Background: an optimization exercise with open tools, aiming at small area. Do not read the settings as production practice.
In this exercise RTL edits were held to simulation tests only and were not proved equivalent to the original.
Power is estimated from default activity; no workload was simulated.

### flow/design.v
parameter ADD     = 4'b0000;
parameter SUB     = 4'b0001;
parameter AND     = 4'b0010;
parameter OR      = 4'b0011;
parameter XOR     = 4'b0100;
parameter NOT     = 4'b0101;
parameter MOV     = 4'b0110;
parameter NOP     = 4'b0111;
parameter LOAD    = 4'b1000;
parameter STORE   = 4'b1001;
parameter LOAD_IM = 4'b1010;
parameter BRN_Z   = 4'b1011;
parameter BRN_N   = 4'b1100;
parameter BRN_O   = 4'b1101;
parameter BRN     = 4'b1110;
module microprocessor #(parameter N = 8, ROM_addressBits = 6, RF_addressBits = 3) (
  input  logic                           clk             ,
  input  logic                           rst_n           ,
  input  logic [ 3+2*(RF_addressBits):0] ROM_data        ,
  input  logic [                  N-1:0] SRAM_data       ,
  output logic                           overflowPC      ,
  output logic                           ROM_readEnable  ,
  output logic                           SRAM_readEnable ,
  output logic                           SRAM_writeEnable,
  output logic [    ROM_addressBits-1:0] ROM_address     ,
  output logic [(2**RF_addressBits)-1:0] SRAM_address    ,
  output logic [                  N-1:0] SRAM_data_in
);
parameter ADD     = 4'b0000;
parameter SUB     = 4'b0001;
parameter AND     = 4'b0010;
parameter OR      = 4'b0011;
parameter XOR     = 4'b0100;
parameter NOT     = 4'b0101;
parameter MOV     = 4'b0110;
parameter NOP     = 4'b0111;
parameter LOAD    = 4'b1000;
parameter STORE   = 4'b1001;
parameter LOAD_IM = 4'b1010;
parameter BRN_Z   = 4'b1011;
parameter BRN_N   = 4'b1100;
parameter BRN_O   = 4'b1101;
parameter BRN     = 4'b1110;
  localparam logic [1:0] S_INIT = 2'd0, S_RUN = 2'd1, S_LD2 = 2'd2, S_HALT = 2'd3;
  logic [1:0] state;
  logic [2:0] ph;
  wire st_init = (state == S_INIT);
  wire st_run  = (state == S_RUN);
  wire st_ld2  = (state == S_LD2);
  wire ph0 = (ph == 3'd0);
  wire ph7 = (ph == 3'd7);
  wire [3:0] op = ROM_data[9:6];
  wire [2:0] fa = ROM_data[5:3];
  wire [2:0] fb = ROM_data[2:0];
  wire is_alu    = (op[3] == 1'b0) && (op != NOP);
  wire is_addsub = (op[3:1] == 3'b000);
  wire is_sub    = (op == SUB);
  wire is_not    = (op == NOT);
  wire is_load   = (op == LOAD);
  wire is_store  = (op == STORE);
  wire is_ldi    = (op == LOAD_IM);
  wire is_undef  = (op == 4'hF);
  wire is_branch = (op == BRN_Z) || (op == BRN_N) || (op == BRN_O) || (op == BRN);
  logic [7:0] pc;
  wire ov = pc[7];
  always_ff @(posedge clk or negedge rst_n) begin
    if (!rst_n) begin
      state <= S_INIT;
      ph    <= 3'd0;
    end else begin
      ph <= ph + 3'd1;
      if (ph7) begin
        case (state)
          S_INIT: state <= S_RUN;
          S_RUN:  state <= is_load ? S_LD2 : (ov ? S_HALT : S_RUN);
          S_LD2:  state <= ov ? S_HALT : S_RUN;
          default: state <= S_HALT;
        endcase
      end
    end
  end
  assign overflowPC     = (state == S_HALT);
  assign ROM_readEnable = ph7 && !(st_run && is_load);
  assign ROM_address    = pc[6:1];
  logic flag_o, flag_n, flag_z;
  logic [7:0] R [0:7];
  wire [2:0] sel_a = is_not ? 3'd1 : fa;
  wire port_a = R[sel_a][0];
  wire port_b = R[fb][0];
  logic alu_c;
  wire bb   = port_b ^ is_sub;
  wire cin  = ph0 ? is_sub : alu_c;
  wire sum  = port_a ^ bb ^ cin;
  wire cout = (port_a & bb) | (port_a & cin) | (bb & cin);
  logic alu_r;
  always_comb begin
    case (op[2:0])
      3'b000, 3'b001: alu_r = sum;
      3'b010:         alu_r = port_a & port_b;
      3'b011:         alu_r = port_a | port_b;
      3'b110:         alu_r = port_b;
      default:        alu_r = port_a ^ port_b;
    endcase
  end
  always_ff @(posedge clk) begin
    alu_c <= cout;
    if (st_init || (st_run && is_branch && ph7)) begin
      flag_o <= 1'b0;
      flag_n <= 1'b0;
      flag_z <= 1'b0;
    end else if (st_run && is_alu) begin
      flag_o <= is_addsub & (cin ^ cout);
      flag_n <= alu_r;
      flag_z <= ~alu_r & (flag_z | ph0);
    end
  end
  logic [7:1] addr, dreg;
  wire addr_in = is_load ? port_b : port_a;
  assign SRAM_address     = {addr_in, addr[7:1]};
  assign SRAM_data_in     = {port_b, dreg[7:1]};
  assign SRAM_readEnable  = st_run && is_load && ph7;
  assign SRAM_writeEnable = st_run && is_store && ph7;
  always_ff @(posedge clk) begin
    addr <= {addr_in, addr[7:2]};
    dreg <= {(port_b & is_store), dreg[7:2]} | SRAM_data[7:1];
  end
  logic imm;
  always_comb begin
    case (ph)
      3'd0:    imm = fb[0];
      3'd1:    imm = fb[1];
      default: imm = fb[2];
    endcase
  end
  wire wr_run = st_run && (is_alu || is_ldi);
  wire wbit   = st_ld2 ? (SRAM_data[0] | dreg[1]) : (is_ldi ? imm : alu_r);
  always_ff @(posedge clk) begin
    for (int i = 0; i < 8; i++) begin
      if (st_init)
        R[i] <= {(i == 1), R[i][7:1]};
      else if ((wr_run || st_ld2) && fa == i)
        R[i] <= {wbit, R[i][7:1]};
      else
        R[i] <= {R[i][0], R[i][7:1]};
    end
  end
  logic pc_c;
  logic cond;
  always_comb begin
    case (op)
      BRN_Z:   cond = flag_z;
      BRN_N:   cond = flag_n;
      BRN_O:   cond = flag_o;
      default: cond = 1'b1;
    endcase
  end
  wire taken  = st_run && is_branch && cond;
  wire pc_sub = ROM_data[5];
  logic mag;
  always_comb begin
    case (ph)
      3'd0: mag = ROM_data[0];
      3'd1: mag = ROM_data[1];
      3'd2: mag = ROM_data[2];
      3'd3: mag = ROM_data[3];
      3'd4: mag = ROM_data[4];
      default: mag = 1'b0;
    endcase
  end
  wire px   = taken & (pc_sub ^ mag);
  wire pcin = ph0 ? (st_run & (taken ? pc_sub : ~is_undef)) : pc_c;
  wire psum = pc[0] ^ px ^ pcin;
  always_ff @(posedge clk) begin
    pc_c <= (pc[0] & px) | (pc[0] & pcin) | (px & pcin);
    pc   <= {psum & ~st_init, pc[7:1]};
  end
endmodule
### flow/run.sh
#!/bin/bash
# synth_recipe.tcl (not shown) runs the flow's synth.tcl, then flattens the netlist and writes it again
# the make line also repeats each setting of config.mk as NAME=value (left out here)
make -C /OpenROAD-flow-scripts/flow DESIGN_CONFIG=/design/flow/config.mk WORK_HOME=/design/flow/orfs CLKGATE_MAP_FILE= SYNTH_SCRIPT=/design/flow/synth_recipe.tcl finish
### flow/config.mk
export PLATFORM = sky130hd
export DESIGN_NAME = microprocessor
export DESIGN_NICKNAME = microprocessor
export VERILOG_FILES = /design/flow/design.v
export SDC_FILE = /design/flow/constraint.sdc
export NUM_CORES = 4
export LEC_CHECK = 0
export CAP_MARGIN = 20
export CORE_MARGIN = 2
export CORE_UTILIZATION = 40
export SLEW_MARGIN = 20
### flow/constraint.sdc
create_clock -name core_clock -period 10.0 [get_ports {clk}]
set_input_delay 2.0000 -clock core_clock [delete_from_list [all_inputs] [get_ports {clk}]]
set_output_delay 2.0000 -clock core_clock [all_outputs]
set_load 0.01 [all_outputs]
==> impl_metrics.tcl <==
set metrics [dict create \
    initial_core_util_pct 40.8 \
    switching_power_w 0.000160 \
    required_ns 8.00 \
    ant_nets 0 \
    cts_root_buffer "clkbuf_8" \
    holdCritStartpoint "R[6][1]" \
    grt_max_degree 25 \
    slew_headroom_pct 34.8 \
    gp_congestion 0.834 \
    rows 33 \
    avgSynthCellArea_sq_um 11.3 \
    path_max_fanout 24 \
    holdPathStages 0 \
    finalSetupViolCount 0 \
    wl_per_cell_um 13.7 \
    cellPowerDensity_nw_per_um2 170 \
    ys_ff_latch 96 \
    synth_common_cells "dfxtp_1 (91), nor2_1 (19), nand2_1 (16)" \
    drt_iter0_drc 178 \
    core_sq_um 8130 \
    r2r_cells 10 \
    num_antenna_cells 0 \
    nets 360 \
    startpoint_type "input pin" \
    highest_layer "met4" \
    numCtsBuffers 9 \
    hold_class "reg -> reg" \
    dieArea_sq_um 9040 \
    finalCriticalPeriod_ns 6.56 \
    fill_cells 766 \
    intPower_w 0.000504 \
    yosysTopAreaCell "dfxtp_1" \
    holdWs_ns 0.326 \
    tightestPinTransition_ns 0.964 \
    insertion_delay_ns 0.35 \
    clkSlewWorstSetupHoldPaths_ns 0.09 \
    skew_ns 0.00832 \
    hold_violations 0 \
    clock.fmax_ghz 0.152 \
    synth_nets 325 \
    wl_met3_um 367 \
    die_y_um 95.1 \
    slew_viol_final 0 \
    regToRegSetupSlack_ns 6.78 \
    grt_pass1_vias 2098 \
    cts_resized 0 \
    rsz0062_at_grt "false" \
    crit_type "in -> out" \
    netlist_instances 295 \
    dr_wl_met2_mm 2.54 \
    track_usage_pct 14.7 \
    tns_ns 0 \
    synth_top_area_share_pct 54.9 \
    critPathMaxStageDelay_ns 0.95 \
    drt-vias-per-instance 4.98 \
    routed_wl_mm 6.01 \
    p_leak_nw 1.54 \
    yosysMostFrequentCell "dfxtp_1" \
    fin_area_sq_um 3910 \
    area_delta_synth_final_pct 17.8 \
    postCtsSetupBuffers 0 \
    drc 0 \
    cts_buffer_depth 2 \
    p_seq_share_pct 58.5 \
    status "complete, no violations" \
    synth.distinct_cells 61 \
    hpwlAfterDp_mm 4.18 \
    fp.dieW_um 95.1 \
    overflow 0 \
    ys.flop_type "dfxtp_1" \
    hold_buffers 0 \
    ios 46 \
    fin_crit_sh_pct 65.6 \
    cts_sinks 96 \
    antenna_found_initial 0 \
    port_buffers 45 \
    combPwrFrac_pct 7.1 \
    yosysSeqAreaShare_pct 58.7 \
    crit_top_cell "clkdlybuf4s50_1" \
    sw_frac_of_total_pct 24.1 \
    instances_no_fill 440 \
    vias 2193 \
    arrival_ns 4.56 \
    syn-cell-area_sq_um 3320 \
    met1Wirelength_mm 3.00 \
    grt_pass1_wl_mm 10.1 \
    holdPathEnd "R[6][0]" \
    yosysWarnings 2 \
    crit_chain "clkdlybuf4s50_1, nor2b_1, o22ai_1, a222oi_1, o31a_1, mux2i_1, clkdlybuf4s50_1" \
    place_area_sq_um 3730 \
    synthArstFlopShare_pct 5.21 \
    h-tree-depth 3 \
    synth_edf_count 0 \
    clkPwrFrac_pct 34.4 \
    cp-end-kind "output pin" \
    maxCapViolations 0 \
    synthTopCellsByArea "dfxtp_1 (55%), dfrtp_1 (3.8%), ha_1 (3.0%)" \
    rr_startpoint "R[7][0]" \
    slowest_stage "clkdlybuf4s50_1" \
    drive_gt1_share_pct 9.85 \
    cts_tree "yes" \
    rr_endpoint "R[3][7]" \
    dp_cells 424 \
    ir_worst_vdd_mv 0.0911 \
    drt_pass1_iterations 5 \
    worstSetupStartpoint "ROM_data[5]" \
]
==> cells in the final DEF (no fill, tap or decap), drive strengths merged, types with 3 or more instances in the layout <==
master | Yosys | layout
o21ai | 12 | 12
dfrtp | 5 | 5
nand2b | 7 | 7
mux2i | 3 | 3
nor2 | 19 | 19
xnor2 | 3 | 3
o31a | 3 | 3
mux2 | 3 | 3
clkbuf | 3 | 10
clkinvlp | 0 | 3
nand3 | 3 | 3
clkdlybuf4s50 | 0 | 45
a21oi | 14 | 14
or2 | 8 | 8
nand2 | 16 | 16
a31oi | 8 | 8
a32o | 3 | 3
inv | 14 | 16
nor4bb | 3 | 3
dfxtp | 91 | 91
nor3 | 4 | 4
nor2b | 7 | 7
ha | 8 | 8
==> power by group through the flow <==
stage | Combinational, W | Sequential, W | Clock, W
2_1_floorplan | 0.0000282 | 0.000399 | 0
3_3_place_gp | 0.0000467 | 0.000398 | 0
3_5_place_dp | 0.0000468 | 0.000398 | 0
4_1_cts | 0.0000471 | 0.000389 | 0.000238
5_1_grt | 0.0000511 | 0.000390 | 0.000256
6_report | 0.0000471 | 0.000389 | 0.000228
==> flip-flops by register name, summed over array words and instances, names as in the netlist <==
signal	flops
flag_o	1
flag_z	1
ph	3
state	2
alu_c	1
dreg	7
R	64
flag_n	1
addr	7
pc_c	1
pc	8
==> logic make-up after synthesis <==
group / share of synthesized area, %
buffers and inverters: 6.82
muxes: 2.04
AOI/OAI and AO/OA: 13.2
xor gates and xnor gates: 1.06
DFF: 58.7
and+or+nand+nor: 14.1
adders and majority gates: 4.22
==> worst max path at each step <==
stage	endpoint	slack (ns)	cells after the start
6_report	SRAM_address[7]	3.44	7
4_1_cts	SRAM_address[7]	3.44	7
5_1_grt	SRAM_address[7]	3.22	7
2_1_floorplan	SRAM_address[7]	4.74	7
3_3_place_gp	SRAM_address[7]	3.50	4
3_5_place_dp	SRAM_address[7]	3.45	7
==> routing by layer <==
metal  GRT usage (%)  vias to the layer above
met5               0                        -
met4            5.56                        0
met3            5.06                        8
met2            21.2                       74
met1            20.3                     1030
li1                -                     1081
==> stage by stage <==
stage | util, % | power (W) | setup slack, ns
finish | 48.1 | 0.000664 | 3.44
global route | 48.1 | 0.000696 | 3.22
CTS | 48.1 | 0.000674 | 3.44
detailed placement | 45.8 | 0.000444 | 3.45
global placement | 45.8 | 0.000444 | 3.50
floorplan | - | 0.000427 | 4.74
==> worst max-delay path, delay by kind of cell <==
family	cells	cell delay, ns
AO/OA/AOI/OAI	3	0.75
AND/OR/NAND/NOR	1	0.22
buffers and inverters	2	1.48
multiplexers	1	0.11
==> layout make-up <==
| cell class | instances | area [sq um] | area share (%) |
|---|---|---|---|
| Sequential cell | 96 | 1950 | 49.8 |
| Multi-Input combinational cell | 164 | 1150 | 29.3 |
| Clock inverter | 6 | 53.8 | 1.38 |
| Timing Repair Buffer | 45 | 450 | 11.5 |
| Clock buffer | 10 | 128 | 3.27 |
| Tap cell | 105 | 131 | 3.36 |
| Inverter | 14 | 52.6 | 1.34 |

separate check: timing with driven ports:
No port has a modelled driver above. Below, the same layout with a new extraction and two added sets of constraints.
Step 1 sets driving cells, clkbuf_16 on the clock port and buf_2 on the other inputs (assumed; they add their load-dependent delay and slew).
Step 2 times the ports against the registers' clock, not the clock port: input delays grow and output delays shrink by t, the midpoint of the rising clock arrivals with the driver on.
Three values: ideal, step 1, step 2; two values: the first two.
shift t [ns]: 0.380
setup WS [ns]: 3.435 / 3.401 / 3.401
hold WS [ns]: 0.326 / 0.326 / 0.326
latest minus earliest clock arrival (ns): 0.008 / 0.008
worst slew at a driven data input, ns: 0.04
After both steps setup and hold are still met in this run. For this run, drivers alone change the setup slack by -0.034 ns; drivers and shift together by -0.034 ns.
